What follows belongs to an exercise in optimizing a design on an open flow for small area; a production flow would make more cautious choices.
At most, simulation tests tie the RTL to the original design; equivalence was not proved.
Only the layout flow was run in runs 2 to 7; the RTL was not checked for function there.
Power is estimated from default activity; no workload was simulated.

`design/flow/run.sh`:
```
#!/bin/bash
# synth_recipe.tcl (not shown) runs the flow's synth.tcl, then flattens the netlist and writes it again
# the make line also repeats each setting of config.mk as NAME=value (left out here)
make -C /OpenROAD-flow-scripts/flow DESIGN_CONFIG=/design/flow/config.mk WORK_HOME=/design/flow/orfs CLKGATE_MAP_FILE= SYNTH_SCRIPT=/design/flow/synth_recipe.tcl finish
```
`design/flow/config.mk`:
```
export PLATFORM = sky130hd
export DESIGN_NAME = top
export DESIGN_NICKNAME = top
export VERILOG_FILES = /design/flow/design.v
export SDC_FILE = /design/flow/constraint.sdc
export NUM_CORES = 4
export LEC_CHECK = 0
export CAP_MARGIN = 20
export CORE_MARGIN = 2
export CORE_UTILIZATION = 40
export SLEW_MARGIN = 20
```
`design/flow/constraint.sdc`:
```
create_clock -name core_clock -period 5.0 [get_ports {clk}]
set_input_delay 1.0000 -clock core_clock [delete_from_list [all_inputs] [get_ports {clk}]]
set_output_delay 1.0000 -clock core_clock [all_outputs]
set_load 0.01 [all_outputs]
```
`design/flow/design.v`:
```
module Debounce(
	input b,
	input clk,
	output reg d,
	output ex);
	reg [1:0] state;
	assign ex = (state == 2'b11) & ~b;
	always @(posedge clk) begin
		case (state)
			2'b00: begin d <= 1'b0; state <= b ? 2'b01 : 2'b00; end
			2'b01: state <= b ? 2'b10 : 2'b00;
			2'b10: state <= b ? 2'b10 : 2'b11;
			2'b11: begin
				state <= b ? 2'b10 : 2'b00;
				if (~b) d <= 1'b1;
			end
		endcase
	end
endmodule
module progmem(	input  clk,
		input  go,
		input  rst,
		output reg [11:0] data);
	reg [2:0] idx;
	reg [1:0] c;
	wire sel8 = (c == 2'd2) & (idx == 3'd7);
	always @(posedge clk) begin
		if (go)
			c <= sel8 ? 2'd0 : 2'd2;
		else if (rst)
			c <= 2'd0;
		else if (sel8)
			c <= 2'd2;
		else
			c <= (c == 2'd0) ? 2'd0 : 2'd1;
		if (c == 2'd0)
			idx <= 3'd0;
		else if (c == 2'd2 && idx != 3'd7)
			idx <= idx + 3'd1;
	end
	always @(*)
		case (idx)
			3'd0: data = 12'b000000000001;
			3'd1: data = 12'b100001000000;
			3'd2: data = 12'b010000000000;
			3'd3: data = 12'b010100000000;
			3'd4: data = 12'b110001000000;
			3'd5: data = 12'b110100010000;
			3'd6: data = 12'b010000000000;
			default: data = 12'b010100000000;
		endcase
endmodule
module top(	input [1:0]op,
		input [1:0]register,
		input [7:0]data,
		input clk,
		input go,
		input prog,
		input load,
		output reg [7:0]q);
	reg [7:0] R [0:3];
	reg       pend;
	reg [1:0] rs;
	wire [11:0] rom;
	wire        ldpulse;
	wire        gopulse;
	wire        ex;
	Debounce myButton (.b(go), .clk(clk), .d(gopulse), .ex(ex));
	Debounce loader (.b(load), .clk(clk), .d(ldpulse), .ex());
	progmem myProgram (.clk(clk), .go(ldpulse), .rst(prog), .data(rom));
	wire [1:0] o = prog ? rom[11:10] : op;
	wire [1:0] r = prog ? rom[9:8] : register;
	wire [7:0] d = prog ? rom[7:0] : data;
	wire [1:0] s = d[7:6];
	wire [1:0] m = d[5:4];
	wire [1:0] asel = pend ? rs : r;
	wire [7:0] a = R[asel];
	wire [7:0] b = R[s];
	reg [7:0] res;
	always @(*)
		case (o)
			2'b00: res = d;
			2'b10: res = b;
			default: case (m)
				2'b00: res = a + b;
				2'b01: res = a - b;
				2'b10: res = a & b;
				default: res = ~b;
			endcase
		endcase
	wire we = ex & (o != 2'b01) & ~(o == 2'b11 && m == 2'b11 && r != 2'b00);
	always @(posedge clk) begin
		pend <= ex & (o == 2'b01);
		rs <= r;
		if (pend)
			q <= a;
		if (we)
			R[r] <= res;
	end
endmodule
```
==> results.txt, run 1 <==
* Clock Tree Buf Depth: 2
- The clock drives 53 sinks.
* Switching part of the total: 35.2%
* Drt first-iter violations: 220
- CTS buffer count: 5
- Across the routed clock network, the largest skew measured is 0.00855 ns.
- The worst-case IR drop observed on VDD is 0.138 mV.
- Ranking of synthesized cells by area: sky130_fd_sc_hd__edfxtp_1 (38%), sky130_fd_sc_hd__dfxtp_1 (5.9%), sky130_fd_sc_hd__ha_1 (4.8%)
- Power dissipated by switching net loads: 0.558 mW
- Along the worst path, the maximum fanout reaches 4.
- Average wire per standard cell: 18.1 um
* Count of endpoints failing hold in the final timing report: 0
- The number of gates resized after CTS was 0.
- In this run the worst hold path is classified as flip-flop to flip-flop.
- Main combinational cell family by area after synthesis: simple AND/OR/NAND/NOR gates
- GR peak layer: met2
- Relative to the synthesized area, the layout overhead comes to 19.1%.
- Number of hold-repair buffers added at the cts stage: 0
- Once detail routing completed, the nets flagged for antenna violations numbered 0.
* Placeable core area: 8220 um^2
* Synth Area in Adders: 5.41%
- TritonCTS built the clock tree.
- In this run the number of H-tree levels came out at 2.
* MaxCap Viol Count: 0
- Actual slew at the worst max-slew pin: 0.854 ns
* Length of the first detailed-routing pass in iterations: 5
- Mapped Area: 3380 um^2
- Overall routing resource usage: 19.5%
- Fraction of final layout cells with drive strength greater than 1: 16.7%
- Total length of routed wires: 8520 um
- From bottom edge to top edge, the die measures 95.9 um.
* Count of flip-flops with a built-in enable after synthesis: 43
* Met3 Resource Use GR: 2.58%
- Initial antenna violation count: 0
- For this run, the top clock speed supported by timing is 210 MHz.
* Post-route cell area: 4030 um^2
* Kind of end point of the critical path: flip-flop
- Ordered cell list for the critical path: clkdlybuf4s50_1 > nor2b_1 > a21oi_2 > mux4_2 > inv_1 > ha_1 > mux2_2 > inv_1 > ha_1 > nor2b_1 > o21ai_0 > a21oi_1 > o21ai_0 > or3b_2 > o32ai_1 > nor3_2
- Root buf cell: sky130_fd_sc_hd__clkbuf_8
- The HPWL after detailed placement is 6760 um.
- Per report_power, the sequential group accounts for 37.0% of the total.
- Clock share of power: 18.9%
- Summed over all layers, the global routing overflow is 0.
- Proportion of synthesized area in mux cells: 11.0%
- Final layout net count: 394
- Synthesis handed over a netlist of 315 instances.
- Crit start category: primary input
- Number of global-route vias before repair: 2,555
- Global routing consumed, on the met2 layer, 31.3% of the routing resources.
- The biggest area contributor in the post-synthesis netlist is sky130_fd_sc_hd__edfxtp_1.
- The largest single stage delay on the critical path is 0.54 ns.
- The final critical path takes up 95.1% of the cycle.
* Number of distinct library cell variants in the gate-level netlist after synthesis: 65
- The detailed router placed 2,719 vias in this run.
- Entering global routing, the biggest net connects 18 pins.
- In this run the count of I/O pins placed on the die edge is 24.
- Reg clk slew, reported paths: 0.10 ns
- Setup violations remaining at the end of the flow were counted as 0.
- Summing the areas of all and, or, nand and nor instances in the mapped netlist gives 18.1% of the synthesized area.
* Max-slew violation count: 0
- Final min period: 4.75 ns
- The synthesized netlist devotes 15.4% of its cell area to compound gates.
* Xor and xnor area share after synthesis: 2.59%
- After synthesis, flip-flops and latches occupy 44.1% of the total area.
- Rows: 33
- Path type of the worst setup path: primary input to flip-flop
* Run status: no timing/DRC/antenna violations
- Ratio of total power to cell area: 394 nW/um^2
- Vias per cell: 5.79
- After filler insertion, the fill cell instance count of the layout stands at 765.
- The first global-routing pass estimated 13,300 um of wire.
* Final weighted congestion of routability-driven global placement: 0.912
* I/O Buffers: 23
* Post-Syn Area per Cell: 10.7 um^2
- Once placement finished, the instance area stood at 3920 um^2.
- Yosys printed 3 warnings.
* Number of antenna diodes: 0
* Setup total negative slack: 0 ns
- Counting every net in the synthesized netlist gives 345.
* Synth top area share: 38.2%
* Initial Utilization: 41.1%
- Commonest register cell after synthesis: sky130_fd_sc_hd__edfxtp_1
- At the worst endpoint, the arrival time is 4.81 ns.
- The die is 95.9 um wide.
- Once the clock tree was built, the setup fixing pass inserted 0 buffers.
- #FFs+latches synth: 53
* Async S/R FF share, synth: 0%
- Measured against its own limit, the worst slew margin works out to 42.9%.
* Internal power component: 1.03 mW
- Die area: 9200 um^2
- Leakage dissipation: 1.51 nW
- Critical path's slowest cell: sky130_fd_sc_hd__mux4_2
* Comb power frac: 44.2%
* Unrepaired setup endpoints after global routing: false
* Global-route met1 utilization: 27.6%
- For this run, design rule violations remaining after detail routing come to 0.
- Clock latency reported for the late side of the worst-skew pair: 0.31 ns
* Data required, critical path: 5.06 ns
## cells by family (layout without fill, tap and decap cells)
family	count (synthesis)	in the layout
XOR/XNOR	10	10
adder cells (fa/ha/maj)	14	14
flip-flops	53	53
multiplexers	22	22
AO/OA/AOI/OAI	76	76
AND/OR/NAND/NOR	114	114
buffers and inverters	26	76
## state kept, by name, indices dropped and copies added, names as in the netlist, named ones only
signal          count
myProgram.c         2
myButton.state      1
loader.state        1
loader.d            1
R                  32
rs                  2
q                   8
myProgram.idx       3
pend                1
## synth_stat cells, types with 2 or more instances
library cell               instances
sky130_fd_sc_hd__nor3_1           10
sky130_fd_sc_hd__and3_1            2
sky130_fd_sc_hd__o31ai_1           2
sky130_fd_sc_hd__dfxtp_1          10
sky130_fd_sc_hd__buf_1             2
sky130_fd_sc_hd__a221oi_1          2
sky130_fd_sc_hd__a211oi_1          4
sky130_fd_sc_hd__nand4_1           3
sky130_fd_sc_hd__nand2_1          23
sky130_fd_sc_hd__nor3b_1           4
sky130_fd_sc_hd__inv_1            14
sky130_fd_sc_hd__mux2i_1           8
sky130_fd_sc_hd__a221o_1           3
sky130_fd_sc_hd__mux2_2            3
sky130_fd_sc_hd__clkbuf_1          6
sky130_fd_sc_hd__a311oi_1          3
sky130_fd_sc_hd__ha_1             13
sky130_fd_sc_hd__edfxtp_1         43
sky130_fd_sc_hd__and2_1            5
sky130_fd_sc_hd__or3_1             4
sky130_fd_sc_hd__nand2b_1          9
sky130_fd_sc_hd__mux4_2            5
sky130_fd_sc_hd__nor2b_1           9
sky130_fd_sc_hd__mux4_1            5
sky130_fd_sc_hd__a21oi_1          16
sky130_fd_sc_hd__nor4_1            5
sky130_fd_sc_hd__nor2_1           25
sky130_fd_sc_hd__a31oi_1           4
sky130_fd_sc_hd__nand3_1           4
sky130_fd_sc_hd__o22ai_1           4
sky130_fd_sc_hd__xnor2_1           9
sky130_fd_sc_hd__a21o_1            6
sky130_fd_sc_hd__a22o_1            2
sky130_fd_sc_hd__o21ai_0          16
sky130_fd_sc_hd__buf_2             2
## cell usage in the layout, fill, tap and decap left out, drive strengths merged, types with 9 or more instances in the layout
| cell type | count |
|---|---|
| nor3 | 11 |
| a21oi | 17 |
| nor2b | 9 |
| nand2b | 9 |
| nand2 | 24 |
| inv | 15 |
| nor2 | 25 |
| edfxtp | 43 |
| o21ai | 16 |
| ha | 13 |
| xnor2 | 9 |
| clkdlybuf4s50 | 23 |
| dfxtp | 10 |
| mux4 | 10 |
| buf | 31 |
## per-stage QoR
| stage | hold WS, ns | instances | power (mW) | setup WS, ns | util, % |
|---|---|---|---|---|---|
| 3_5_place_dp | 0.439 | 462 | 1.29 | -0.0652 | 47.6 |
| 5_1_grt | 0.496 | 470 | 1.69 | 0.0726 | 49.0 |
| 2_1_floorplan | 0.419 | 315 | 1.07 | 0.383 | - |
| 6_report | 0.457 | 470 | 1.59 | 0.247 | 49.0 |
| 3_3_place_gp | 0.431 | 462 | 1.27 | 0.0447 | 47.6 |
| 4_1_cts | 0.459 | 470 | 1.58 | 0.240 | 49.0 |
## layer usage
layer / share of wire [%] / up-vias
li1: - / 1306
met2: 46 / 75
met4: 2.2 / 0
met5: 0 / -
met3: 4.1 / 17
met1: 47 / 1321
## critical path, delay by kind of cell
family          cells  cell delay [ns]
compound gates      5             1.03
simple gates        4             0.93
buf+inv             3             0.61
fa+ha+maj           2             0.43
mux                 2             0.82
## worst paths after layout
check	startpoint	end	slack (ns)	cells after the start
setup / recovery	prog	R[1][7]$_DFFE_PP_	0.25	16
hold / removal	myButton.state[0]$_DFF_P_	myButton.state[0]$_DFF_P_	0.46	1
setup reg to reg	myProgram.idx[1]$_SDFFE_PN0P_	R[1][7]$_DFFE_PP_	0.59	17
hold reg to reg	myButton.state[0]$_DFF_P_	myButton.state[0]$_DFF_P_	0.46	1
## area by class of cell
type	count	area, um^2	share of cell area, %
Tap cell	105	131	3.26
Sequential cell	53	1490	37.0
Clock buffer	6	72.6	1.80
Timing Repair Buffer	54	463	11.5
Inverter	14	52.6	1.31
Clock inverter	2	38.8	0.963
Multi-Input combinational cell	236	1780	44.1
## power groups by stage
stage / clock network, mW / registers, mW / logic (mW)
6_report: 0.299 / 0.586 / 0.701
2_1_floorplan: 0 / 0.590 / 0.477
3_5_place_dp: 0 / 0.597 / 0.689
4_1_cts: 0.304 / 0.587 / 0.694
3_3_place_gp: 0 / 0.596 / 0.678
5_1_grt: 0.323 / 0.593 / 0.771
==> inputs of run 2 (changes only) <==
--- a/design/flow/design.v
+++ b/design/flow/design.v
@@ -3,18 +3,12 @@
 	input clk,
 	output reg d,
 	output ex);
-	reg [1:0] state;
-	assign ex = (state == 2'b11) & ~b;
+	reg s1, s0;
+	assign ex = s1 & s0 & ~b;
 	always @(posedge clk) begin
-		case (state)
-			2'b00: begin d <= 1'b0; state <= b ? 2'b01 : 2'b00; end
-			2'b01: state <= b ? 2'b10 : 2'b00;
-			2'b10: state <= b ? 2'b10 : 2'b11;
-			2'b11: begin
-				state <= b ? 2'b10 : 2'b00;
-				if (~b) d <= 1'b1;
-			end
-		endcase
+		s1 <= (s1 & ~s0) | (b & (s1 | s0));
+		s0 <= ~s0 & (s1 ^ b);
+		d <= ex;
 	end
 endmodule
 module progmem(	input  clk,
@@ -22,21 +16,17 @@
 		input  rst,
 		output reg [11:0] data);
 	reg [2:0] idx;
-	reg [1:0] c;
-	wire sel8 = (c == 2'd2) & (idx == 3'd7);
+	reg p, e;
+	wire top7 = &idx;
+	wire sel8 = p & top7;
+	wire nz   = p | e;
+	wire inc  = p & ~top7;
 	always @(posedge clk) begin
-		if (go)
-			c <= sel8 ? 2'd0 : 2'd2;
-		else if (rst)
-			c <= 2'd0;
-		else if (sel8)
-			c <= 2'd2;
-		else
-			c <= (c == 2'd0) ? 2'd0 : 2'd1;
-		if (c == 2'd0)
-			idx <= 3'd0;
-		else if (c == 2'd2 && idx != 3'd7)
-			idx <= idx + 3'd1;
+		p <= go ? ~sel8 : (~rst & sel8);
+		e <= ~go & ~rst & ~sel8 & nz;
+		idx[0] <= nz & (idx[0] ^ inc);
+		idx[1] <= nz & (idx[1] ^ (inc & idx[0]));
+		idx[2] <= nz & (idx[2] ^ (inc & idx[0] & idx[1]));
 	end
 	always @(*)
 		case (idx)
@@ -76,18 +66,22 @@
 	wire [1:0] asel = pend ? rs : r;
 	wire [7:0] a = R[asel];
 	wire [7:0] b = R[s];
-	reg [7:0] res;
-	always @(*)
-		case (o)
-			2'b00: res = d;
-			2'b10: res = b;
-			default: case (m)
-				2'b00: res = a + b;
-				2'b01: res = a - b;
-				2'b10: res = a & b;
-				default: res = ~b;
-			endcase
-		endcase
+	wire imm  = (o == 2'b00);
+	wire ar   = (o == 2'b11);
+	wire andm = ar & (m == 2'b10);
+	wire useA = ar & ~m[1];
+	wire sub  = ar & (m == 2'b01);
+	wire inv  = ar & m[0];
+	wire [7:0] x = a & {8{useA}};
+	wire [7:0] y = (imm ? d : b) ^ {8{inv}};
+	wire [8:0] c;
+	assign c[0] = sub;
+	genvar i;
+	generate for (i = 0; i < 8; i = i + 1) begin : fa
+		assign c[i+1] = (x[i] & y[i]) | (x[i] & c[i]) | (y[i] & c[i]);
+	end endgenerate
+	wire [7:0] sum = x ^ y ^ c[7:0];
+	wire [7:0] res = andm ? (a & b) : sum;
 	wire we = ex & (o != 2'b01) & ~(o == 2'b11 && m == 2'b11 && r != 2'b00);
 	always @(posedge clk) begin
 		pend <= ex & (o == 2'b01);
==> results.txt, run 2 <==
- Run status: complete, but fails checks
- The layout checks failed on negative setup slack.
- The layout has 611 filler cells.
* Fraction of final layout cells with drive strength greater than 1: 31.9%
- Derived from the worst setup path, the maximum achievable clock frequency is 184 MHz.
- TritonCTS built the clock tree.
- Utilization of the core after routing: 54.3%
- For this block, the initial DRC count from the detailed router was 82.
- Clock latency reported for the late side of the worst-skew pair: 0.30 ns
- CTS buffer count: 5
* Post-synth top cells: sky130_fd_sc_hd__edfxtp_1 (42), sky130_fd_sc_hd__nand2_1 (29), sky130_fd_sc_hd__nor2_1 (12), sky130_fd_sc_hd__dfxtp_1 (11), sky130_fd_sc_hd__clkbuf_1 (10)
* Maximum fanout along the worst path: 6
- Measured along the x axis, the die boundary spans 88.1 um.
- Across the run, the number of max-cap violations was 0.
- Area of the multi-input gates: 1380 um^2
- The final route contains 2,112 vias.
- Cell count after synthesis: 238
- Count of endpoints failing hold in the final timing report: 0
- 24 I/O pins were placed.
* Unrepaired setup endpoints after global routing: true
* Die area: 7760 um^2
* Vertical die dimension: 88.1 um
- Largest area contributor in the synthesized netlist: sky130_fd_sc_hd__edfxtp_1
* Net count of the mapped netlist: 263
- At the worst endpoint, the required time is 5.06 ns.
* Max rail drop VDD: 0.144 mV
* Reg clk slew, reported paths: 0.09 ns
- Ratio of total power to cell area: 244 nW/um^2
- Setup total negative slack: -1.75 ns
- Initial Utilization: 41.4%
- Total length of routed wires: 6680 um
- Number of antenna diodes: 0
- Number of H-tree branching levels: 2
- Most frequent standard cell in the layout excluding fill and tap cells: sky130_fd_sc_hd__buf_4
* Final setup fails: 4
* Number of distinct library cell variants in the gate-level netlist after synthesis: 50
* Count of flip-flops with a built-in enable after synthesis: 42
* Global route total overflow: 0
* I/O Buffers: 23
- Estimated wirelength of the detail-placed design: 4790 um
* Crit start category: primary input
* Residual antenna-violating net count after detailed routing: 0
- The core region is 6830 um^2.
- The most used flip-flop cell after synthesis is sky130_fd_sc_hd__edfxtp_1.
- Largest reg by FF count: R
* Vias per cell: 5.24
- Path type of the worst setup path: primary input to flip-flop
- Worst slew slack as a fraction of its limit: 40.4%
* #FFs+latches synth: 53
- Post-Syn Area per Cell: 11.9 um^2
- Summed over its instances, the top area cell type makes up 44.6% of the synthesized netlist area.
- The synthesized netlist occupies a cell area of 2830 um^2.
* Register area: 1480 um^2
- Wire length of the first global-routing pass: 11,000 um
* Clk sink count: 53
- Average wire per standard cell: 16.6 um
* Ranking of synthesized cells by area: sky130_fd_sc_hd__edfxtp_1 (45%), sky130_fd_sc_hd__dfxtp_1 (7.8%), sky130_fd_sc_hd__mux4_2 (5.6%)
- Kind of end point of the critical path: flip-flop
- Number of global-route vias before repair: 2,177
* Leakage dissipation: 1.34 nW
- After detailed routing, the number of remaining DRC violations is 0.
- Final min period: 5.44 ns
- The library cells used most frequently in the layout, excluding fill and tap cells, are sky130_fd_sc_hd__buf_4 (46), sky130_fd_sc_hd__edfxtp_1 (42), sky130_fd_sc_hd__nand2_1 (28).
- Clock Tree Buf Depth: 2
* Min-Delay Path Class: flip-flop to flip-flop
- Compared with the post-synthesis result, the final layout area differs by 31.2%.
- Sequential element share of the synthesized area: 52.4%
* Overall routing resource usage: 19.3%
- The largest registers in the layout are R (32), q (8), myProgram.idx (3).
- Length of the first detailed-routing pass in iterations: 4
- Top-count cell post-synth: sky130_fd_sc_hd__edfxtp_1
* Actual slew at the worst max-slew pin: 0.891 ns
- Maximum number of pins on one net before global-route repair: 17
- The number of antenna violations at the first check in global routing is 0.
- Root buf cell: sky130_fd_sc_hd__clkbuf_8
* Async S/R FF share, synth: 0%
- Yosys printed 3 warnings.
- Final weighted congestion of routability-driven global placement: 0.814
- The worst path uses 109% of the clock period.
* Final layout net count: 332
* Max-slew violation count: 0
* Data arrival time of the worst path: 5.49 ns
* Post-Route Skew: 0.00385 ns
- Rows: 30
- The register with the most flip-flops in the layout has 32 of them.
- Hold repair after CTS inserted 0 buffers.
- Final WS setup: -0.438 ns
==> run 2: cell types whose count changed in the layout (fill, tap and decap cells not counted), sizes merged, moves of 8 or more <==
cell	change
inv	-8
a21oi	-11
ha	-11
nor2	-13
buf	+21
==> run 2: timing repair <==
action,CTS,global route
pin swaps,3,0
setup endpoints to repair,8,4
buffers inserted,14,0
gates cloned,1,0
resized for setup,35,1
endpoints found under the hold margin,0,0
==> run 2: cells by family after synthesis <==
| logic type | Yosys count | synth area share (%) |
|---|---|---|
| AOI/OAI and AO/OA | 44 | 10.7 |
| xor gates and xnor gates | 11 | 3.41 |
| adders and majority gates | 9 | 5.84 |
| buffers and inverters | 19 | 2.83 |
| DFF | 53 | 52.4 |
| muxes | 13 | 8.19 |
| and+or+nand+nor | 89 | 16.7 |
==> run 2: final timing paths <==
path	slack, ns	depth (start not counted)	to	from
min	0.46	1	myProgram.e$_DFF_P_	loader.d$_DFF_P_
min reg2reg	0.46	1	myProgram.e$_DFF_P_	loader.d$_DFF_P_
max	-0.44	21	R[1][7]$_DFFE_PP_	prog
max reg2reg	-0.10	19	R[1][7]$_DFFE_PP_	myProgram.idx[2]$_DFF_P_
==> run 2: final cells by class <==
class,instances,share of cell area [%]
clock buffers,6,1.96
well taps,96,3.24
repair buffers,74,16.8
flip-flops and latches,53,39.9
multi-input cells,166,37.3
inverters,7,0.708
clock inverters,1,0.101
==> run 2: where the power goes <==
group	leakage, nW	switching, mW	internal, mW
Clock	0.0387	0.130	0.0947
Combinational	0.833	0.0855	0.0842
Sequential	0.472	0.0101	0.502
Total	1.34	0.225	0.681
==> run 2: metrics by stage <==
step	instances	hold slack, ns	power [mW]	instance area, um^2	setup slack [ns]
floorplan	238	0.419	0.613	2900	-0.602
global placement	382	0.430	0.670	3440	-1.16
detailed placement	382	0.454	0.673	3440	-1.22
CTS	403	0.466	0.911	3710	-0.419
global route	403	0.491	0.944	3710	-0.582
finish	403	0.462	0.906	3710	-0.438
==> run 2: worst max-delay path, cell delays in order <==
cell,delay [ns]
sky130_fd_sc_hd__buf_6,0.09
sky130_fd_sc_hd__buf_6,0.12
sky130_fd_sc_hd__buf_4,0.14
sky130_fd_sc_hd__a31oi_4,0.23
sky130_fd_sc_hd__a211oi_4,0.06
sky130_fd_sc_hd__a31oi_4,0.18
sky130_fd_sc_hd__a21oi_2,0.08
sky130_fd_sc_hd__xor2_1,0.16
sky130_fd_sc_hd__fa_2,0.36
sky130_fd_sc_hd__inv_2,0.07
sky130_fd_sc_hd__fa_2,0.19
sky130_fd_sc_hd__inv_2,0.04
sky130_fd_sc_hd__fa_2,0.33
sky130_fd_sc_hd__fa_2,0.35
sky130_fd_sc_hd__fa_2,0.35
sky130_fd_sc_hd__fa_2,0.34
sky130_fd_sc_hd__fa_2,0.35
sky130_fd_sc_hd__xor2_1,0.18
sky130_fd_sc_hd__or4_4,0.43
sky130_fd_sc_hd__a32o_1,0.27
sky130_fd_sc_hd__a21o_1,0.19
==> run 2: routing by layer <==
metal  vias to the layer above  share of wire, %  track usage (%)
li1                       1005                 -                -
met2                        47                51             35.1
met1                      1052                43             23.9
met4                         0               1.2             4.96
met5                         -                 0                0
met3                         8               4.0             3.11
==> inputs of run 3 (changes only) <==
--- a/design/flow/config.mk
+++ b/design/flow/config.mk
@@ -7,5 +7,6 @@
 export LEC_CHECK = 0
 export CAP_MARGIN = 20
 export CORE_MARGIN = 2
-export CORE_UTILIZATION = 40
+export CORE_UTILIZATION = 60
+export GPL_TIMING_DRIVEN = 0
 export SLEW_MARGIN = 20
==> results.txt, run 3 <==
- Initial antenna violation count: 0
* Cell count after synthesis: 238
- In the post-synthesis netlist, the biggest area contributors are sky130_fd_sc_hd__edfxtp_1 (45%), sky130_fd_sc_hd__dfxtp_1 (7.8%), sky130_fd_sc_hd__mux4_2 (5.6%).
* Number of antenna diodes: 0
- After layout, the minimum clock period comes to 5.66 ns.
- Total length of routed wires: 7400 um
* Data arrival time of the worst path: 5.72 ns
- Clock Tree Buf Depth: 2
- Count of flip-flops with a built-in enable after synthesis: 42
* Unrepaired setup endpoints after global routing: true
- The die covers 5280 um^2.
- Placeable core area: 4440 um^2
* Maximum clock rate: 177 MHz
- Most common cell on crit path: sky130_fd_sc_hd__fa_2
* Clock latency reported for the late side of the worst-skew pair: 0.31 ns
* Crit start category: primary input
* Area of the multi-input gates: 1400 um^2
- Family with the most delay on the worst path: adder cells
* Root buf cell: sky130_fd_sc_hd__clkbuf_8
* Ys Warns: 3
- 24 I/O pins were placed.
* Leakage dissipation: 1.34 nW
- STA classifies the critical path endpoint as a flip-flop.
* Register area: 1480 um^2
* Residual antenna-violating net count after detailed routing: 0
* Ratio of total power to cell area: 253 nW/um^2
* Initial Utilization: 63.6%
* Post-route cell area: 3690 um^2
- Setup violations remaining at the end of the flow were counted as 4.
- Ranked by instance count, the synthesized netlist is headed by sky130_fd_sc_hd__edfxtp_1 (42), sky130_fd_sc_hd__nand2_1 (29), sky130_fd_sc_hd__nor2_1 (12), sky130_fd_sc_hd__dfxtp_1 (11), sky130_fd_sc_hd__clkbuf_1 (10).
- Post-Route Skew: 0.0103 ns
- Wire length of the first global-routing pass: 11,400 um
- Clk sink count: 53
- Number of global-route vias before repair: 2,255
- The library cell used most frequently in the layout, excluding fill and tap cells, is sky130_fd_sc_hd__edfxtp_1.
* Max-slew violation count: 0
- Worst path bufs/invs: 4
* Number of hold-repair buffers added at the cts stage: 0
- Cells after DPL: 314
- Maximum fanout along the worst path: 5
- The tool flagged a number of max-cap violations equal to 0.
* Via count of the routed design: 2,251
- Final instance count without filler cells: 353
* Post-route DRC violation count: 0
- For this run, the total global-route usage over all layers was measured as 29.8%.
* Critical path's slowest cell: sky130_fd_sc_hd__or4_4
* Maximum number of pins on one net before global-route repair: 17
- Top-count cell post-synth: sky130_fd_sc_hd__edfxtp_1
* Commonest register cell after synthesis: sky130_fd_sc_hd__edfxtp_1
* Length of the first detailed-routing pass in iterations: 7
- Registers with the highest flip-flop counts: R (32), q (8), myProgram.idx (3)
- Largest reg by FF count: R
- Top library cells by usage in the layout, fill and taps aside: sky130_fd_sc_hd__edfxtp_1 (42), sky130_fd_sc_hd__buf_4 (33), sky130_fd_sc_hd__nand2_1 (27)
- After the last flow step, the layout net total stands at 325.
* Run status: complete, but fails checks
- Global route total overflow: 0
* Reasons for failing layout checks: negative setup slack
* Vias per cell: 6.38
- Data required, critical path: 5.05 ns
- Actual slew at the worst max-slew pin: 0.846 ns
- The worst path uses 113% of the clock period.
- Min-Delay Path Class: flip-flop to flip-flop
* CTS buffer count: 5
- After detailed routing, the average wire length per cell comes to 21.0 um.
* Estimated wirelength of the detail-placed design: 4570 um
- Clock tree from TritonCTS: done
* Reg clk slew, reported paths: 0.09 ns
- Final weighted congestion of routability-driven global placement: 0.895
* Rows: 24
* Total design power: 0.933 mW
- In this run the cell area measured after placement is 3210 um^2.
- Synth top area share: 44.6%
- Final WS setup: -0.663 ns
- Compared with the post-synthesis result, the final layout area differs by 30.4%.
- Drt first-iter violations: 235
- Post-Syn Area per Cell: 11.9 um^2
- The mapped netlist covers 2830 um^2.
- Fraction of final layout cells with drive strength greater than 1: 32.2%
- Fill cell total of the finished layout: 258
- The critical path goes through buf_12 > clkbuf_16 > nand2b_4 > and2_4 > a211oi_4 > a31oi_4 > a21oi_2 > xor2_2 > fa_2 > inv_2 > fa_2 > inv_2 > fa_2 > fa_2 > fa_2 > fa_2 > fa_2 > xor2_2 > or4_4 > a32o_1 > a21o_1.
* Largest area contributor in the synthesized netlist: sky130_fd_sc_hd__edfxtp_1
* Number of H-tree branching levels: 2
* Critical path's largest stage delay: 0.42 ns
* Vertical die dimension: 72.7 um
- Async S/R FF share, synth: 0%
- In this run the horizontal extent of the chip is 72.7 um.
* Count of endpoints failing hold in the final timing report: 0
- Max rail drop VDD: 0.255 mV
* Net count of the mapped netlist: 263
- Yosys mapped the design onto 50 distinct sky130hd cell types.
* #FFs+latches synth: 53
* Worst slew slack as a fraction of its limit: 43.2%
- The register with the most flip-flops in the layout has 32 of them.
* Sequential element share of the synthesized area: 52.4%
- For the final routed database, the setup TNS stands at -2.65 ns.
* I/O Buffers: 23
* Path type of the worst setup path: primary input to flip-flop
[run 3: cell count changes in the layout (fill, tap and decap cells not counted), moves of 2 or more]
cell | before | now
sky130_fd_sc_hd__buf_4 | 46 | 33
sky130_fd_sc_hd__clkbuf_16 | 0 | 3
sky130_fd_sc_hd__o21ai_2 | 0 | 3
sky130_fd_sc_hd__buf_6 | 5 | 3
sky130_fd_sc_hd__clkbuf_8 | 5 | 7
sky130_fd_sc_hd__clkdlybuf4s15_1 | 3 | 1
sky130_fd_sc_hd__xor2_1 | 7 | 5
sky130_fd_sc_hd__xor2_2 | 0 | 2
[run 3: routing by layer]
layer / global-route usage [%] / wire length (um)
met3: 9.67 / 683
met2: 48.4 / 3550
met5: 0 / 0
met4: 11.3 / 263
met1: 37.5 / 2910
[run 3: worst register-to-register path, delay by kind of cell, from the launching register on]
kind | cells | cell delay [ns]
adders and majority gates | 7 | 2.35
AOI/OAI and AO/OA | 5 | 0.91
xor gates and xnor gates | 3 | 0.62
DFF | 1 | 0.45
and+or+nand+nor | 1 | 0.42
buffers and inverters | 3 | 0.30
[run 3: repair_timing]
action | 4_1_cts | 5_1_grt
cloned | 0 | 0
pin swaps | 23 | 15
buffers inserted | 28 | 5
resized for setup | 56 | 2
setup endpoints to repair | 12 | 8
[run 3: cell families (layout without fill, tap and decap cells)]
group	after synthesis	count (layout)	synth area share, %
multiplexers	13	13	8.19
flip-flops	53	53	52.4
AO/OA/AOI/OAI	44	44	10.7
XOR/XNOR	11	11	3.41
buffers and inverters	19	82	2.83
AND/OR/NAND/NOR	89	89	16.7
adder cells (fa/ha/maj)	9	9	5.84
[run 3: layout make-up]
cell class,count,share of cell area [%]
Sequential cell,53,40.2
Tap cell,52,1.76
Multi-Input combinational cell,166,37.8
Buffer,10,4.04
Inverter,7,0.712
Timing Repair Buffer,57,13.2
Clock buffer,6,1.97
Clock inverter,2,0.373
[run 3: path summary, 6_finish.rpt]
path                                          end  slack, ns  cells after the start                startpoint
worst min register to register  loader.s0$_DFF_P_       0.45                      1         loader.s0$_DFF_P_
worst max-delay path            R[3][7]$_DFFE_PP_      -0.66                     21                      prog
worst min-delay path            loader.s0$_DFF_P_       0.45                      1         loader.s0$_DFF_P_
worst max register to register  R[3][7]$_DFFE_PP_      -0.31                     19  myProgram.idx[0]$_DFF_P_
[run 3: metrics by stage]
stage / utilization [%] / hold WS (ns) / setup slack, ns
floorplan: - / 0.419 / -0.602
global placement: 71.9 / 0.429 / -1.56
detailed placement: 72.2 / 0.444 / -1.62
CTS: 82.0 / 0.457 / -0.786
global route: 83.0 / 0.481 / -0.772
finish: 83.0 / 0.449 / -0.663
[run 3: power by group]
group	switching, mW	total (mW)	internal (mW)
clock	0.140	0.240	0.100
combinational	0.0943	0.179	0.0843
sequential	0.0115	0.514	0.502
total	0.246	0.933	0.687
==> inputs of run 4 (changes only) <==
--- a/design/flow/design.v
+++ b/design/flow/design.v
@@ -49,22 +49,23 @@
 		input load,
 		output reg [7:0]q);
 	reg [7:0] R [0:3];
-	reg       pend;
-	reg [1:0] rs;
+	reg [1:0] o;
+	reg [1:0] r;
+	reg [7:0] d;
 	wire [11:0] rom;
 	wire        ldpulse;
-	wire        gopulse;
-	wire        ex;
-	Debounce myButton (.b(go), .clk(clk), .d(gopulse), .ex(ex));
+	wire        button;
+	Debounce myButton (.b(go), .clk(clk), .d(button), .ex());
 	Debounce loader (.b(load), .clk(clk), .d(ldpulse), .ex());
 	progmem myProgram (.clk(clk), .go(ldpulse), .rst(prog), .data(rom));
-	wire [1:0] o = prog ? rom[11:10] : op;
-	wire [1:0] r = prog ? rom[9:8] : register;
-	wire [7:0] d = prog ? rom[7:0] : data;
+	always @(posedge clk) begin
+		o <= prog ? rom[11:10] : op;
+		r <= prog ? rom[9:8] : register;
+		d <= prog ? rom[7:0] : data;
+	end
 	wire [1:0] s = d[7:6];
 	wire [1:0] m = d[5:4];
-	wire [1:0] asel = pend ? rs : r;
-	wire [7:0] a = R[asel];
+	wire [7:0] a = R[r];
 	wire [7:0] b = R[s];
 	wire imm  = (o == 2'b00);
 	wire ar   = (o == 2'b11);
@@ -82,11 +83,9 @@
 	end endgenerate
 	wire [7:0] sum = x ^ y ^ c[7:0];
 	wire [7:0] res = andm ? (a & b) : sum;
-	wire we = ex & (o != 2'b01) & ~(o == 2'b11 && m == 2'b11 && r != 2'b00);
+	wire we = button & (o != 2'b01) & ~(o == 2'b11 && m == 2'b11 && r != 2'b00);
 	always @(posedge clk) begin
-		pend <= ex & (o == 2'b01);
-		rs <= r;
-		if (pend)
+		if (button & (o == 2'b01))
 			q <= a;
 		if (we)
 			R[r] <= res;
==> results.txt, run 4 <==
* Final setup fails: 0
- The register with the most flip-flops in the layout has 32 of them.
- Global route total overflow: 0
* Via count of the routed design: 1,949
- Total length of routed wires: 6650 um
- Synth top area share: 41.7%
- After clock tree synthesis, the clock-pin slew on the worst setup and hold paths is 0.07 ns.
- Sorting the synthesized cells by area gives the leading types as sky130_fd_sc_hd__edfxtp_1 (42%), sky130_fd_sc_hd__dfxtp_1 (14%), sky130_fd_sc_hd__mux4_2 (11%).
- Fraction of final layout cells with drive strength greater than 1: 21.3%
* Clk sink count: 63
- I/O Buffers: 22
- Walking the worst path, the cells encountered are buf_6 > mux4_2 > xnor2_2 > nand2_1 > o21ai_2 > fa_2 > fa_1 > inv_1 > fa_1 > fa_1 > fa_2 > fa_2 > fa_2 > xor2_1 > xnor2_1 > nor3b_1 > a221o_1.
- After legalization and detailed placement, the total HPWL measured 4810 um.
- The pre-antenna-repair detailed-routing pass consisted of 4 iterations.
- Max-cap violations in this run came to 0.
- Number of distinct library cell variants in the gate-level netlist after synthesis: 40
- The congestion estimate from routability-driven global placement came to 0.888.
- For this run, the top clock speed supported by timing is 207 MHz.
- Initial Utilization: 63.2%
* Sequential element share of the synthesized area: 55.6%
* Largest reg by FF count: R
- Data on the critical path arrives at its endpoint at 4.89 ns.
- Top library cells by usage in the layout, fill and taps aside: sky130_fd_sc_hd__edfxtp_1 (42), sky130_fd_sc_hd__clkdlybuf4s50_1 (22), sky130_fd_sc_hd__nand2_1 (20), sky130_fd_sc_hd__dfxtp_1 (20), sky130_fd_sc_hd__nor2_1 (18)
- Largest area contributor in the synthesized netlist: sky130_fd_sc_hd__edfxtp_1
* Clock Tree Buf Depth: 2
* Number of global-route vias before repair: 2,070
- Unrepaired setup endpoints after global routing: false
- Worst Hold Slack: 0.461 ns
* Actual slew at the worst max-slew pin: 0.733 ns
* Overall routing resource usage: 26.8%
- The number of hold-slack violations in the final timing report is 0.
- Top-count cell post-synth: sky130_fd_sc_hd__edfxtp_1
- Number of H-tree branching levels: 3
- Synthesis handed over a netlist of 225 instances.
- TritonCTS built the clock tree.
* Total design power: 1.25 mW
- Leaving out fill and tap cells, the most frequent cell in the layout is sky130_fd_sc_hd__edfxtp_1.
- Each instance of the synthesized netlist takes up on average 13.4 um^2.
* Residual antenna-violating net count after detailed routing: 0
- Maximum number of pins on one net before global-route repair: 12
- #FFs+latches synth: 63
* Kind of end point of the critical path: flip-flop
- The number of clock buffers added by TritonCTS is 9.
- In the final routed layout, each cell accounts on average for 19.9 um.
* Commonest register cell after synthesis: sky130_fd_sc_hd__edfxtp_1
- Net count of the mapped netlist: 250
- Maximum fanout along the worst path: 4
- Data required, critical path: 5.07 ns
- Max rail drop VDD: 0.258 mV
- Count of flip-flops with a built-in enable after synthesis: 42
* Wire length of the first global-routing pass: 10,400 um
* Crit start category: flip-flop
* Min-Delay Path Class: flip-flop to flip-flop
- Clock tree synthesis selected as its root buffer the cell sky130_fd_sc_hd__clkbuf_8.
* Path type of the worst setup path: flip-flop to flip-flop
- Worst slew slack as a fraction of its limit: 50.9%
- Critical path's largest stage delay: 0.55 ns
* Vias per cell: 5.84
- Mapped Area: 3030 um^2
- Vertical die dimension: 75.0 um
- Post-Route Skew: 0.00955 ns
- The die is 75.0 um wide.
- The number of antenna diodes in the final layout is 0.
- Rows: 25
- Dividing total power by cell area gives a power density of 345 nW/um^2.
* Final min period: 4.82 ns
* Async S/R FF share, synth: 0%
- The clock reaches the later pin of the worst-skew pair after 0.35 ns.
- Die area: 5630 um^2
- Max-slew violation count: 0
- The slowest stage of the critical path is the sky130_fd_sc_hd__mux4_2 cell.
* Final layout net count: 287
* Most common cell on crit path: sky130_fd_sc_hd__fa_2
* Post-synth top cells: sky130_fd_sc_hd__edfxtp_1 (42), sky130_fd_sc_hd__dfxtp_1 (21), sky130_fd_sc_hd__nand2_1 (21), sky130_fd_sc_hd__nor2_1 (18)
- Leakage dissipation: 1.23 nW
- Number of I/O pins: 24
- After clock tree synthesis, the flow added hold-fix buffers numbering 0.
- Registers with the highest flip-flop counts: R (32), d (8), q (8)
* Share of the clock period used by the worst path: 96.4%
- Relative to the synthesized area, the layout overhead comes to 19.5%.
* Placeable core area: 4790 um^2
- Drt first-iter violations: 195
* Ys Warns: 3
- Initial antenna violation count: 0
* Post-route DRC violation count: 0
- The flow ran to the end and the layout has no timing, DRC or antenna violations.
[run 4: changes by cell type after synthesis, sizes merged, moves of 6 or more]
cell,before,now
a211oi,7,1
a21oi,6,15
a31oi,9,0
dfxtp,11,21
mux4,7,16
nand2,30,21
nand3,8,2
nor2,12,19
o21ai,12,4
xnor2,4,11
xor2,7,1
[run 4: worst paths after layout]
kind                                        from                   to  slack, ns  cells past startpoint
worst min register to register  loader.d$_DFF_P_  myProgram.e$_DFF_P_       0.46                      1
worst max-delay path                d[6]$_DFF_P_    R[2][7]$_DFFE_PP_       0.18                     17
worst min-delay path            loader.d$_DFF_P_  myProgram.e$_DFF_P_       0.46                      1
worst max register to register      d[6]$_DFF_P_    R[2][7]$_DFFE_PP_       0.18                     17
[run 4: logic make-up after synthesis]
group | after synthesis | synth area share [%]
simple gates | 71 | 11.9
flops | 63 | 55.6
compound gates | 29 | 5.87
mux | 25 | 15.1
buf+inv | 16 | 2.56
xor+xnor | 12 | 3.47
fa+ha+maj | 9 | 5.46
[run 4: what timing repair did]
item | in CTS | in global routing
gates resized for setup | 4 | 7
buffers inserted | 1 | 2
pin swaps | 2 | 2
hold endpoints to repair | 0 | 0
setup endpoints to repair | 4 | 4
[run 4: final cells by class]
cell class | instances | area, um^2
inverters | 5 | 18.8
clock inverters | 6 | 83.8
repair buffers | 26 | 250
plain buffers | 11 | 62.6
clock buffers | 10 | 138
well taps | 67 | 83.8
flip-flops and latches | 63 | 1680
multi-input cells | 146 | 1300
fillers | 299 | 1170
[run 4: metal layers]
metal / wire length, um / share of wire (%) / vias up / global-route usage [%]
li1: - / - / 900 / -
met1: 2740 / 41 / 979 / 34.1
met2: 3480 / 52 / 54 / 46.1
met3: 300 / 4.5 / 16 / 5.76
met4: 137 / 2.1 / 0 / 8.93
met5: 0 / 0 / - / 0
[run 4: metrics by stage]
stage                     TNS (ns)  utilization, %  setup slack [ns]  area (um^2)  cells
after floorplan                  0               -             0.237         3030    225
after global placement      -0.318            69.6           -0.0794         3330    314
after detailed placement    -0.775            69.9            -0.194         3340    315
after CTS                        0            74.8           0.00814         3580    332
after global routing             0            75.6            0.0371         3620    334
final                            0            75.6             0.179         3620    334
[run 4: worst max-delay path: cells and delay by family, from the launching register on]
family | cells | cell delay (ns)
xor gates and xnor gates | 3 | 0.51
adders and majority gates | 7 | 2.33
muxes | 1 | 0.55
AOI/OAI and AO/OA | 2 | 0.42
buffers and inverters | 2 | 0.19
and+or+nand+nor | 2 | 0.16
DFF | 1 | 0.37
[run 4: report_power, final]
group / switching [mW] / total, mW / internal (mW)
Clock: 0.203 / 0.495 / 0.291
Sequential: 0.0165 / 0.605 / 0.589
Combinational: 0.0800 / 0.149 / 0.0685
Total: 0.300 / 1.25 / 0.949
==> inputs of run 5 (changes only) <==
--- a/design/flow/config.mk
+++ b/design/flow/config.mk
@@ -7,6 +7,5 @@
 export LEC_CHECK = 0
 export CAP_MARGIN = 20
 export CORE_MARGIN = 2
-export CORE_UTILIZATION = 60
-export GPL_TIMING_DRIVEN = 0
+export CORE_UTILIZATION = 40
 export SLEW_MARGIN = 20
==> results.txt, run 5 <==
- Run status: no timing/DRC/antenna violations
* CTS buffer count: 9
- Vertical die dimension: 91.0 um
- Post-CTS setup-driven buffer insertion count: 0
- Async S/R FF share, synth: 0%
- In the final timing run, aggregate negative setup slack is 0 ns.
- Maximum number of pins on one net before global-route repair: 19
- The clock arrives with 0.0107 ns of skew.
- Max-slew violation count: 0
- Mapped Area: 3030 um^2
* Number of global-route vias before repair: 1,896
- Dividing the synthesized area by the synthesized cell count gives 13.4 um^2.
- The top cell type by area accounts for 41.7% of the synthesized area.
- Vias per cell: 5.06
- Fraction of final layout cells with drive strength greater than 1: 19.0%
- The initial utilization of the core area, before any placement, comes to 41.5%.
- Min-Delay Path Class: flip-flop to flip-flop
- Clock tree from TritonCTS: done
- The filler cells instantiated in the layout total 656.
- Leakage dissipation: 1.23 nW
- Number of I/O pins: 24
- In the routed design, unresolved DRC markers number 0.
* Largest area contributor in the synthesized netlist: sky130_fd_sc_hd__edfxtp_1
- Reg2reg path depth: 16
- Counting flops with a built-in enable in the synthesized netlist gives 42.
- Along the worst hold path, the cell count comes to 1.
* Area grow syn2layout: 19.9%
* #FFs+latches synth: 63
- Number of antenna diodes: 0
- The cell sitting at the root of the clock tree is a sky130_fd_sc_hd__clkbuf_8.
- Maximum clock rate: 211 MHz
- The core region is 7290 um^2.
* Global route total overflow: 0
- The worst hold path terminates at myButton.s0$_DFF_P_.
* Commonest register cell after synthesis: sky130_fd_sc_hd__edfxtp_1
- Routability-driven placement finished with a final weighted congestion of 0.761.
* I/O Buffers: 23
* Share of the clock period used by the worst path: 95.0%
- Along the worst path, the maximum fanout reaches 4.
* Data arrival time of the worst path: 4.81 ns
- Startpoint of the worst-slack reg-to-reg timing path: d[6]$_DFF_P_
* Die area: 8280 um^2
- Clk sink count: 63
- After floorplanning, the core was divided into 31 placement rows.
- Synthesis produced a netlist whose cell count is 225.
* Ys Warns: 3
- The number of antenna violations at the first check in global routing came to 0.
- Worst slew slack as a fraction of its limit: 30.2%
- By instance count, the leading cell after synthesis is sky130_fd_sc_hd__edfxtp_1.
- Leaving out fill and tap cells, the most frequent cells in the layout are sky130_fd_sc_hd__edfxtp_1 (42), sky130_fd_sc_hd__clkdlybuf4s50_1 (23), sky130_fd_sc_hd__nand2_1 (21).
- At the end of the flow the core is filled with cells to 49.8%.
* Registers with the highest flip-flop counts: R (32), d (8), q (8)
- Flip-flop count of the largest register after layout: 32
- Data required, critical path: 5.07 ns
* Crit start category: flip-flop
- Cell area after placement: 3400 um^2
* Estimated wirelength of the detail-placed design: 4290 um
* Reg2reg end: R[1][7]$_DFFE_PP_
- Largest reg by FF count: R
* Residual antenna-violating net count after detailed routing: 0
- Number of H-tree branching levels: 3
* Final setup fails: 0
- Worst-case setup slack after placement: 0.208 ns
- Count of endpoints failing hold in the final timing report: 0
* Clock Tree Buf Depth: 2
- Wire length of the first global-routing pass: 9700 um
- In this run the most critical hold path is launched from myButton.s0$_DFF_P_.
* Via count of the routed design: 1,833
- Sequential element share of the synthesized area: 55.6%
- Unrepaired setup endpoints after global routing: false
- For this run, the total global-route usage over all layers was measured as 15.8%.
- MaxCap Viol Count: 0
* Post-synth top cells: sky130_fd_sc_hd__edfxtp_1 (42), sky130_fd_sc_hd__dfxtp_1 (21), sky130_fd_sc_hd__nand2_1 (21), sky130_fd_sc_hd__nor2_1 (18)
- FF-to-FF setup slack: 0.25 ns
- The worst setup path is of the flip-flop to flip-flop kind.
- Final min period: 4.75 ns
- For this design the ratio of total power to cell area is 339 nW/um^2.
- Max rail drop VDD: 0.122 mV
- Chip Width: 91.0 um
* Total length of routed wires: 5910 um
- At the pin with the least slew margin, the transition time is 1.03 ns.
* Number of distinct library cell variants in the gate-level netlist after synthesis: 40
- Post-CTS resize count: 0
* Number of hold-repair buffers added at the cts stage: 0
- STA classifies the critical path endpoint as a flip-flop.
- Summing all non-filler instances in the final layout gives an area of 3630 um^2.
- Final layout net count: 283
- Leaving out fill and tap cells, the most frequent cell in the layout is sky130_fd_sc_hd__edfxtp_1.
- At the later pin of the worst-skew pair, clock insertion delay measures 0.34 ns.
* Average wire per standard cell: 16.3 um
- Reg clk slew, reported paths: 0.07 ns
- Drt first-iter violations: 112
* Net count of the mapped netlist: 250
- The pre-antenna-repair detailed-routing pass consisted of 4 iterations.
- Once routing completed, OpenROAD measured the worst setup slack at 0.252 ns.
- Sorting the synthesized cells by area gives the leading types as sky130_fd_sc_hd__edfxtp_1 (42%), sky130_fd_sc_hd__dfxtp_1 (14%), sky130_fd_sc_hd__mux4_2 (11%).
==> run 5: cell counts after synthesis <==
Identical to the previous run, type by type.
==> run 5: kinds of logic (layout without fill, tap and decap cells) <==
kind of cell | count (synthesis) | after routing | share of synthesized area, %
simple gates | 71 | 71 | 11.9
flops | 63 | 63 | 55.6
compound gates | 29 | 29 | 5.87
mux | 25 | 25 | 15.1
buf+inv | 16 | 54 | 2.56
xor+xnor | 12 | 12 | 3.47
fa+ha+maj | 9 | 9 | 5.46
==> run 5: final cells by class <==
cell class	count	area, um^2	share of cell area (%)
Clock buffer	14	194	5.34
Clock inverter	2	35.0	0.966
Inverter	5	18.8	0.517
Multi-Input combinational cell	146	1270	35.0
Sequential cell	63	1680	46.4
Tap cell	99	124	3.41
Timing Repair Buffer	33	305	8.41
==> run 5: critical path: stages (launching register included) <==
cell and delay [ns]:
sky130_fd_sc_hd__dfxtp_2 0.36, sky130_fd_sc_hd__mux4_2 0.54, sky130_fd_sc_hd__xnor2_1 0.15, sky130_fd_sc_hd__nand2_1 0.06, sky130_fd_sc_hd__o21ai_0 0.10, sky130_fd_sc_hd__fa_2 0.26, sky130_fd_sc_hd__fa_1 0.16, sky130_fd_sc_hd__inv_1 0.05
sky130_fd_sc_hd__fa_1 0.37, sky130_fd_sc_hd__fa_1 0.38, sky130_fd_sc_hd__fa_1 0.41, sky130_fd_sc_hd__fa_1 0.43, sky130_fd_sc_hd__fa_1 0.44, sky130_fd_sc_hd__xor2_1 0.18, sky130_fd_sc_hd__xnor2_1 0.20, sky130_fd_sc_hd__nor3b_1 0.08
sky130_fd_sc_hd__a221o_1 0.31
==> run 5: layer usage <==
| layer | track usage [%] | vias to the layer above | wire length, um |
|---|---|---|---|
| met5 | 0 | - | 0 |
| met4 | 8.84 | 0 | 150 |
| met3 | 3.32 | 14 | 212 |
| met2 | 24.3 | 30 | 2780 |
| met1 | 20.7 | 901 | 2770 |
| li1 | - | 888 | - |
==> run 5: worst max path at each step <==
stage | depth (start not counted) | startpoint | endpoint
final | 16 | d[6]$_DFF_P_ | R[1][7]$_DFFE_PP_
after global routing | 16 | R[3][0]$_DFFE_PP_ | R[0][7]$_DFFE_PP_
after CTS | 16 | d[6]$_DFF_P_ | R[0][7]$_DFFE_PP_
after detailed placement | 16 | d[6]$_DFF_P_ | R[1][7]$_DFFE_PP_
after global placement | 16 | d[6]$_DFF_P_ | R[0][7]$_DFFE_PP_
after floorplan | 17 | d[6]$_DFF_P_ | R[0][7]$_DFFE_PP_
==> run 5: where the power goes <==
group | internal [mW] | total, mW | switching, mW
logic | 0.0665 | 0.136 | 0.0699
clock network | 0.301 | 0.491 | 0.190
registers | 0.589 | 0.604 | 0.0154
==> run 5: per-stage QoR <==
step | hold slack [ns] | power (mW) | cells
after floorplan | 0.419 | 0.706 | 225
after global placement | 0.428 | 0.751 | 346
after detailed placement | 0.440 | 0.753 | 346
after CTS | 0.453 | 1.24 | 362
after global routing | 0.483 | 1.28 | 362
final | 0.448 | 1.23 | 362
==> inputs of run 6 (changes only) <==
--- a/design/flow/config.mk
+++ b/design/flow/config.mk
@@ -8,4 +8,7 @@
 export CAP_MARGIN = 20
 export CORE_MARGIN = 2
 export CORE_UTILIZATION = 40
+export CTS_BUF_LIST = sky130_fd_sc_hd__clkbuf_8
+export CTS_CLUSTER_DIAMETER = 60
+export CTS_CLUSTER_SIZE = 20
 export SLEW_MARGIN = 20
==> results.txt, run 6 <==
* Number of antenna diodes: 0
* I/O Buffers: 23
- Via count of the routed design: 1,833
- The worst setup path is of the flip-flop to flip-flop kind.
- The initialized floorplan defines 31 standard-cell rows.
* Number of hold-repair buffers added at the cts stage: 0
- #FFs+latches synth: 63
- Switching part of the total: 22.0%
* Overall routing resource usage: 15.8%
* Clock latency reported for the late side of the worst-skew pair: 0.34 ns
- Summed over all layers, the global routing overflow is 0.
- In the routed layout, each cell is associated on average with a via count of 5.06.
- The library cell used most frequently in the layout, excluding fill and tap cells, is sky130_fd_sc_hd__edfxtp_1.
* Number of distinct library cell variants in the gate-level netlist after synthesis: 40
- Counting every net in the synthesized netlist gives 250.
- Top-count cell post-synth: sky130_fd_sc_hd__edfxtp_1
- The share of total power dissipated in sequential elements is 48.4%.
- Final layout net count: 283
- Post-CTS timing repair inserted 0 buffers for setup.
* Beginning of the critical path: d[6]$_DFF_P_
- For this design the total switching power over the nets is 0.275 mW.
- Flip-flop count of the largest register after layout: 32
- Length of the first detailed-routing pass in iterations: 4
* Critical Path End: R[1][7]$_DFFE_PP_
- Reg clk slew, reported paths: 0.07 ns
* Run status: no timing/DRC/antenna violations
- Root buf cell: sky130_fd_sc_hd__clkbuf_8
* Worst slew slack as a fraction of its limit: 30.2%
* Post-Syn Area per Cell: 13.4 um^2
* Final instance count without filler cells: 362
- Async S/R FF share, synth: 0%
- Crit start category: flip-flop
* Hold Startpoint: myButton.s0$_DFF_P_
* Cells after DPL: 346
- In the final layout, the share of cells above drive strength 1 is 19.0%.
* Ordered cell list for the critical path: mux4_2 > xnor2_1 > nand2_1 > o21ai_0 > fa_2 > fa_1 > inv_1 > fa_1 > fa_1 > fa_1 > fa_1 > fa_1 > xor2_1 > xnor2_1 > nor3b_1 > a221o_1
- The total area inside the core boundary comes to 7290 um^2.
- For flop-to-flop paths, the worst setup slack is 0.25 ns.
* Total design power: 1.25 mW
- Across the VDD grid, the largest voltage drop is 0.122 mV.
- Max-slew violation count: 0
- The internal power of the cells totals 0.974 mW.
- Reg2reg path depth: 16
- More flip-flops sit in one register than any other, and that register is R.
- Setup violations remaining at the end of the flow were counted as 0.
- Leakage dissipation: 1.24 nW
- Maximum number of pins on one net before global-route repair: 19
- Drt first-iter violations: 113
- The die is 91.0 um wide.
* Initial Utilization: 41.5%
- The clock network is responsible for 40.7% of the overall power.
- Sequential cells were found to cover 55.6% of the synthesized design area.
* Registers with the highest flip-flop counts: R (32), d (8), q (8)
- Final weighted congestion of routability-driven global placement: 0.761
- Min-Delay Path Class: flip-flop to flip-flop
- The die is 91.0 um tall.
- At the pin with the least slew margin, the transition time is 1.03 ns.
- The worst setup path is captured at a flip-flop.
- For the final routed database, the setup TNS stands at 0 ns.
- Post-synth top cells: sky130_fd_sc_hd__edfxtp_1 (42), sky130_fd_sc_hd__dfxtp_1 (21), sky130_fd_sc_hd__nand2_1 (21), sky130_fd_sc_hd__nor2_1 (18)
- Post-route DRC violation count: 0
* Commonest register cell after synthesis: sky130_fd_sc_hd__edfxtp_1
- Data on the critical path is required at its endpoint by 5.07 ns.
- CTS buffer count: 9
- Dividing total power by cell area gives a power density of 344 nW/um^2.
* Die area: 8280 um^2
- The clock passes through at most 2 buffers.
* Share of the clock period used by the worst path: 95.0%
* Top library cells by usage in the layout, fill and taps aside: sky130_fd_sc_hd__edfxtp_1 (42), sky130_fd_sc_hd__clkdlybuf4s50_1 (23), sky130_fd_sc_hd__nand2_1 (21)
- The worst register-to-register path begins at d[6]$_DFF_P_.
- Post-Route Skew: 0.0107 ns
- Maximum fanout along the worst path: 4
* Clk sink count: 63
- Comb power frac: 10.9%
* Final min period: 4.75 ns
- Total length of routed wires: 5910 um
- Number of I/O pins: 24
- CTS built an H-tree with a depth of 3.
- Count of flip-flops with a built-in enable after synthesis: 42
- Across the run, the number of max-cap violations was 0.
- The share of synthesized area in the top cell type comes to 41.7%.
* Critical path's slowest cell: sky130_fd_sc_hd__mux4_2
- Estimated wirelength of the detail-placed design: 4290 um
* Clock tree from TritonCTS: done
* Unrepaired setup endpoints after global routing: false
- Average wire per standard cell: 16.3 um
* Maximum clock rate: 211 MHz
- Count of endpoints failing hold in the final timing report: 0
- For this run, the slowest stage of the critical path takes 0.54 ns.
* Residual antenna-violating net count after detailed routing: 0
* Ys Warns: 3
* Cell count after synthesis: 225
* Data arrival time of the worst path: 4.81 ns
- Ranking of synthesized cells by area: sky130_fd_sc_hd__edfxtp_1 (42%), sky130_fd_sc_hd__dfxtp_1 (14%), sky130_fd_sc_hd__mux4_2 (11%)
- Wire length of the first global-routing pass: 9700 um
* Most common cell on crit path: sky130_fd_sc_hd__fa_1
- Largest area contributor in the synthesized netlist: sky130_fd_sc_hd__edfxtp_1
* Area grow syn2layout: 20.1%
- The cell area that synthesis handed to floorplanning was 3030 um^2.
- The number of antenna violations at the first check in global routing came to 0.
- The number of global-route vias before repair is 1,896.
- Reg2reg end: R[1][7]$_DFFE_PP_
- Worst Hold Slack: 0.448 ns
run 6: cell counts after synthesis:
No cell type changed its count.
run 6: how the worst min path moves through the flow:
stage | end | slack (ns) | depth (start not counted)
final | myButton.s0$_DFF_P_ | 0.45 | 1
after global routing | myProgram.e$_DFF_P_ | 0.48 | 1
after CTS | loader.s0$_DFF_P_ | 0.45 | 1
after detailed placement | myProgram.e$_DFF_P_ | 0.44 | 1
after global placement | loader.s0$_DFF_P_ | 0.43 | 1
after floorplan | loader.s0$_DFF_P_ | 0.42 | 1
run 6: per-layer routing:
metal | track usage (%) | share of wire, %
met1 | 20.7 | 47
met2 | 24.3 | 47
met3 | 3.32 | 3.6
met4 | 8.84 | 2.5
met5 | 0 | 0
run 6: what timing repair did:
| item | CTS | global route |
|---|---|---|
| resized for setup | 0 | 2 |
| endpoints found under the setup margin | 0 | 4 |
| hold endpoints to repair | 0 | 0 |
run 6: cell type report:
| cell class | instances | area [um^2] |
|---|---|---|
| inverter | 5 | 18.8 |
| multi-input combinational | 146 | 1270 |
| clock inverter | 4 | 68.8 |
| sequential | 63 | 1680 |
| fill | 656 | 3660 |
| timing repair buffer | 33 | 305 |
| clock buffer | 12 | 165 |
| tap | 99 | 124 |
run 6: per-stage QoR:
stage	setup WS [ns]	util, %	area (um^2)
after floorplan	0.237	-	3030
after global placement	0.251	46.6	3400
after detailed placement	0.208	46.6	3400
after CTS	0.183	49.8	3630
after global routing	0.0221	49.8	3630
final	0.252	49.8	3630
run 6: power by group through the flow:
stage | clock network [mW] | logic, mW | registers, mW
2_1_floorplan | 0 | 0.0949 | 0.611
3_3_place_gp | 0 | 0.136 | 0.615
3_5_place_dp | 0 | 0.138 | 0.616
4_1_cts | 0.517 | 0.138 | 0.604
5_1_grt | 0.534 | 0.153 | 0.607
6_report | 0.508 | 0.136 | 0.604
run 6: cells by family after synthesis:
kind of cell,count (synthesis),synth area share [%]
adders and majority gates,9,5.46
DFF,63,55.6
muxes,25,15.1
xor gates and xnor gates,12,3.47
AOI/OAI and AO/OA,29,5.87
and+or+nand+nor,71,11.9
buffers and inverters,16,2.56
run 6: worst max-delay path, delay by kind of cell (launching register included):
family	cells	cell delay [ns]
mux	1	0.54
fa+ha+maj	7	2.45
compound gates	2	0.41
buf+inv	1	0.05
simple gates	2	0.14
flops	1	0.36
xor+xnor	3	0.53
==> inputs of run 7 (changes only) <==
--- a/design/flow/config.mk
+++ b/design/flow/config.mk
@@ -8,7 +8,8 @@
 export CAP_MARGIN = 20
 export CORE_MARGIN = 2
 export CORE_UTILIZATION = 40
-export CTS_BUF_LIST = sky130_fd_sc_hd__clkbuf_8
-export CTS_CLUSTER_DIAMETER = 60
-export CTS_CLUSTER_SIZE = 20
+export CTS_BUF_LIST = sky130_fd_sc_hd__clkbuf_4
+export CTS_CLUSTER_DIAMETER = 100
+export CTS_CLUSTER_SIZE = 30
+export GPL_TIMING_DRIVEN = 0
 export SLEW_MARGIN = 20
==> results.txt, run 7 <==
- Compound-gate portion of the synthesized area: 5.87%
- STA classifies the critical path startpoint as a flip-flop.
* Global route total overflow: 0
- Clock latency reported for the late side of the worst-skew pair: 0.40 ns
* Fraction of final layout cells with drive strength greater than 1: 22.1%
* Xor and xnor area share after synthesis: 3.47%
- Counting distinct cell types in the post-synthesis netlist gives 40.
- The mapped netlist covers 3030 um^2.
- Kind of end point of the critical path: flip-flop
* Clock Tree Buf Depth: 2
- The detailed router put a total of 2780 um of wire on met1.
* Rows: 31
- Including well taps, the total number of placed cells is 347.
- Count of endpoints failing hold in the final timing report: 0
- After synthesis, the cell types taking the most area are sky130_fd_sc_hd__edfxtp_1 (42%), sky130_fd_sc_hd__dfxtp_1 (14%), sky130_fd_sc_hd__mux4_2 (11%).
- Post-Route Skew: 0.0151 ns
- The flow ran to the end and the layout has no timing, DRC or antenna violations.
* Die area: 8280 um^2
- Main combinational cell family by area after synthesis: multiplexers
- Flip-flop count of the largest register after layout: 32
- Met3 Wirelength: 176 um
- Dividing the detail-routed wire length by the instance count gives 15.7 um.
* Maximum clock rate: 208 MHz
* Async S/R FF share, synth: 0%
* Synth top area share: 41.7%
* Chip Width: 91.0 um
- The library cell used most frequently in the layout, excluding fill and tap cells, is sky130_fd_sc_hd__edfxtp_1.
- Post-Syn Area per Cell: 13.4 um^2
* Top-count cell post-synth: sky130_fd_sc_hd__edfxtp_1
* Final WS setup: 0.183 ns
- Final weighted congestion of routability-driven global placement: 0.770
- The number of antenna violations at the first check in global routing came to 0.
* Length of the first detailed-routing pass in iterations: 4
- Setup violations remaining at the end of the flow were counted as 0.
- Setup repair after global routing left no endpoint under its margin.
- Across the whole layout, storage elements account for 1690 um^2.
* FF-to-FF setup slack: 0.18 ns
* Wire length of the first global-routing pass: 9530 um
* Largest area contributor in the synthesized netlist: sky130_fd_sc_hd__edfxtp_1
- Min-Delay Path Class: flip-flop to flip-flop
- Data required, critical path: 5.13 ns
- Family with the most delay on the worst path: adder cells
- Internal power comes to 0.864 mW.
- Cell count after synthesis: 225
- The portion of synthesized area spent on multiplexers is 15.1%.
* Count of flip-flops with a built-in enable after synthesis: 42
- Worst path bufs/invs: 3
- Path type of the worst setup path: flip-flop to flip-flop
- The count of pins over their slew limit is 0.
* Maximum fanout along the worst path: 10
- I/O Buffers: 22
- Cell area after placement: 3380 um^2
* Ratio of total power to cell area: 314 nW/um^2
* Initial Utilization: 41.5%
- Ordered cell list for the critical path: buf_12 > mux4_2 > xnor2_2 > nand2_1 > o21ai_2 > fa_2 > fa_1 > inv_1 > fa_1 > fa_2 > fa_2 > fa_2 > fa_2 > xor2_2 > xnor2_1 > buf_4 > a221o_1
- Power dissipated by switching net loads: 0.269 mW
- Fill cell total of the finished layout: 669
* Net count of the mapped netlist: 250
- Final layout net count: 287
- During synthesis, Yosys emitted a total of 3 warnings.
* Comb power frac: 12.8%
- Of the available clock period, the critical path in the final layout requires 96.3%.
- MaxCap Viol Count: 0
- Number of antenna diodes: 0
- The slowest stage of the critical path is the sky130_fd_sc_hd__mux4_2 cell.
- In this run the remaining antenna-violating nets after routing total 0.
* Post-synth top cells: sky130_fd_sc_hd__edfxtp_1 (42), sky130_fd_sc_hd__dfxtp_1 (21), sky130_fd_sc_hd__nand2_1 (21), sky130_fd_sc_hd__nor2_1 (18)
- Largest reg by FF count: R
* Top library cells by usage in the layout, fill and taps aside: sky130_fd_sc_hd__edfxtp_1 (42), sky130_fd_sc_hd__clkdlybuf4s50_1 (22), sky130_fd_sc_hd__nand2_1 (20), sky130_fd_sc_hd__dfxtp_1 (20), sky130_fd_sc_hd__nor2_1 (18)
- Post-route DRC violation count: 0
- At the worst endpoint, the arrival time is 4.95 ns.
## run 7: path summary, 6_finish.rpt
check,start,to,depth (start not counted)
worst max register to register,d[6]$_DFF_P_,R[2][7]$_DFFE_PP_,17
worst min-delay path,loader.s0$_DFF_P_,loader.s0$_DFF_P_,1
worst min register to register,loader.s0$_DFF_P_,loader.s0$_DFF_P_,1
worst max-delay path,d[6]$_DFF_P_,R[2][7]$_DFFE_PP_,17
## run 7: final cells by class
| cell class | instances | share of cell area, % |
|---|---|---|
| plain buffers | 11 | 1.87 |
| clock inverters | 6 | 2.36 |
| repair buffers | 26 | 6.93 |
| multi-input cells | 146 | 36.2 |
| clock buffers | 10 | 2.08 |
| well taps | 99 | 3.43 |
| inverters | 5 | 0.520 |
| flip-flops and latches | 63 | 46.7 |
## run 7: stage by stage
stage | util (%) | setup TNS (ns)
2_1_floorplan | - | 0
3_3_place_gp | 46.2 | -0.803
3_5_place_dp | 46.4 | -1.05
4_1_cts | 48.9 | 0
5_1_grt | 49.5 | 0
6_report | 49.5 | 0
## run 7: worst register-to-register path: stages, from the launching register on
cell and delay [ns]:
sky130_fd_sc_hd__dfxtp_4 0.38, sky130_fd_sc_hd__buf_12 0.14, sky130_fd_sc_hd__mux4_2 0.56, sky130_fd_sc_hd__xnor2_2 0.15
sky130_fd_sc_hd__nand2_1 0.08, sky130_fd_sc_hd__o21ai_2 0.10, sky130_fd_sc_hd__fa_2 0.23, sky130_fd_sc_hd__fa_1 0.16
sky130_fd_sc_hd__inv_1 0.05, sky130_fd_sc_hd__fa_1 0.38, sky130_fd_sc_hd__fa_2 0.35, sky130_fd_sc_hd__fa_2 0.36
sky130_fd_sc_hd__fa_2 0.38, sky130_fd_sc_hd__fa_2 0.38, sky130_fd_sc_hd__xor2_2 0.19, sky130_fd_sc_hd__xnor2_1 0.14
sky130_fd_sc_hd__buf_4 0.14, sky130_fd_sc_hd__a221o_1 0.38
## run 7: logic make-up (layout without fill, tap and decap cells)
logic type / after synthesis / count (layout)
AND/OR/NAND/NOR: 71 / 71
XOR/XNOR: 12 / 12
flip-flops: 63 / 63
adder cells (fa/ha/maj): 9 / 9
multiplexers: 25 / 25
buffers and inverters: 16 / 58
AO/OA/AOI/OAI: 29 / 29
## run 7: routing by layer
metal | track usage [%] | vias up
li1 | - | 904
met1 | 21.4 | 904
met2 | 23.1 | 36
met3 | 2.74 | 13
met4 | 7.95 | 0
met5 | 0 | -
## run 7: repair_timing
action,in CTS,in global routing
endpoints found under the setup margin,4,4
gates resized for setup,7,7
buffers inserted,1,2
pin swaps,1,4
## run 7: power by group through the flow
stage / Combinational [mW] / Clock, mW / Sequential (mW)
after global routing: 0.161 / 0.423 / 0.606
after floorplan: 0.0949 / 0 / 0.611
after detailed placement: 0.136 / 0 / 0.615
after global placement: 0.134 / 0 / 0.615
after CTS: 0.140 / 0.401 / 0.603
final: 0.145 / 0.386 / 0.603

-- re-timing with driven ports --
Ports are ideal in the flow. The routed layouts listed here were re-timed in OpenROAD. Step 1 assumes that a clkbuf_16 drives the clock port and a buf_2 every other input. Step 2, shift: input delay + t, output delay - t, t = (earliest + latest rising clock arrival at the registers) / 2. This alone moves slack from input paths to output paths. a / b / c = no drivers / after step 1 / after step 2; a / b = the first two.
run	t (ns)	setup WS [ns]
run 1	0.338	0.247 / 0.257 / -0.081
run 2	0.332	-0.438 / -0.438 / -0.770
run 3	0.335	-0.663 / -0.683 / -1.018
run 4	0.370	0.179 / 0.179 / 0.179
run 5	0.366	0.252 / 0.252 / 0.252
run 6	0.366	0.252 / 0.252 / 0.252
run 7	0.416	0.183 / 0.183 / 0.183
Met with ideal ports but missed after step 2: setup timing in run 1.
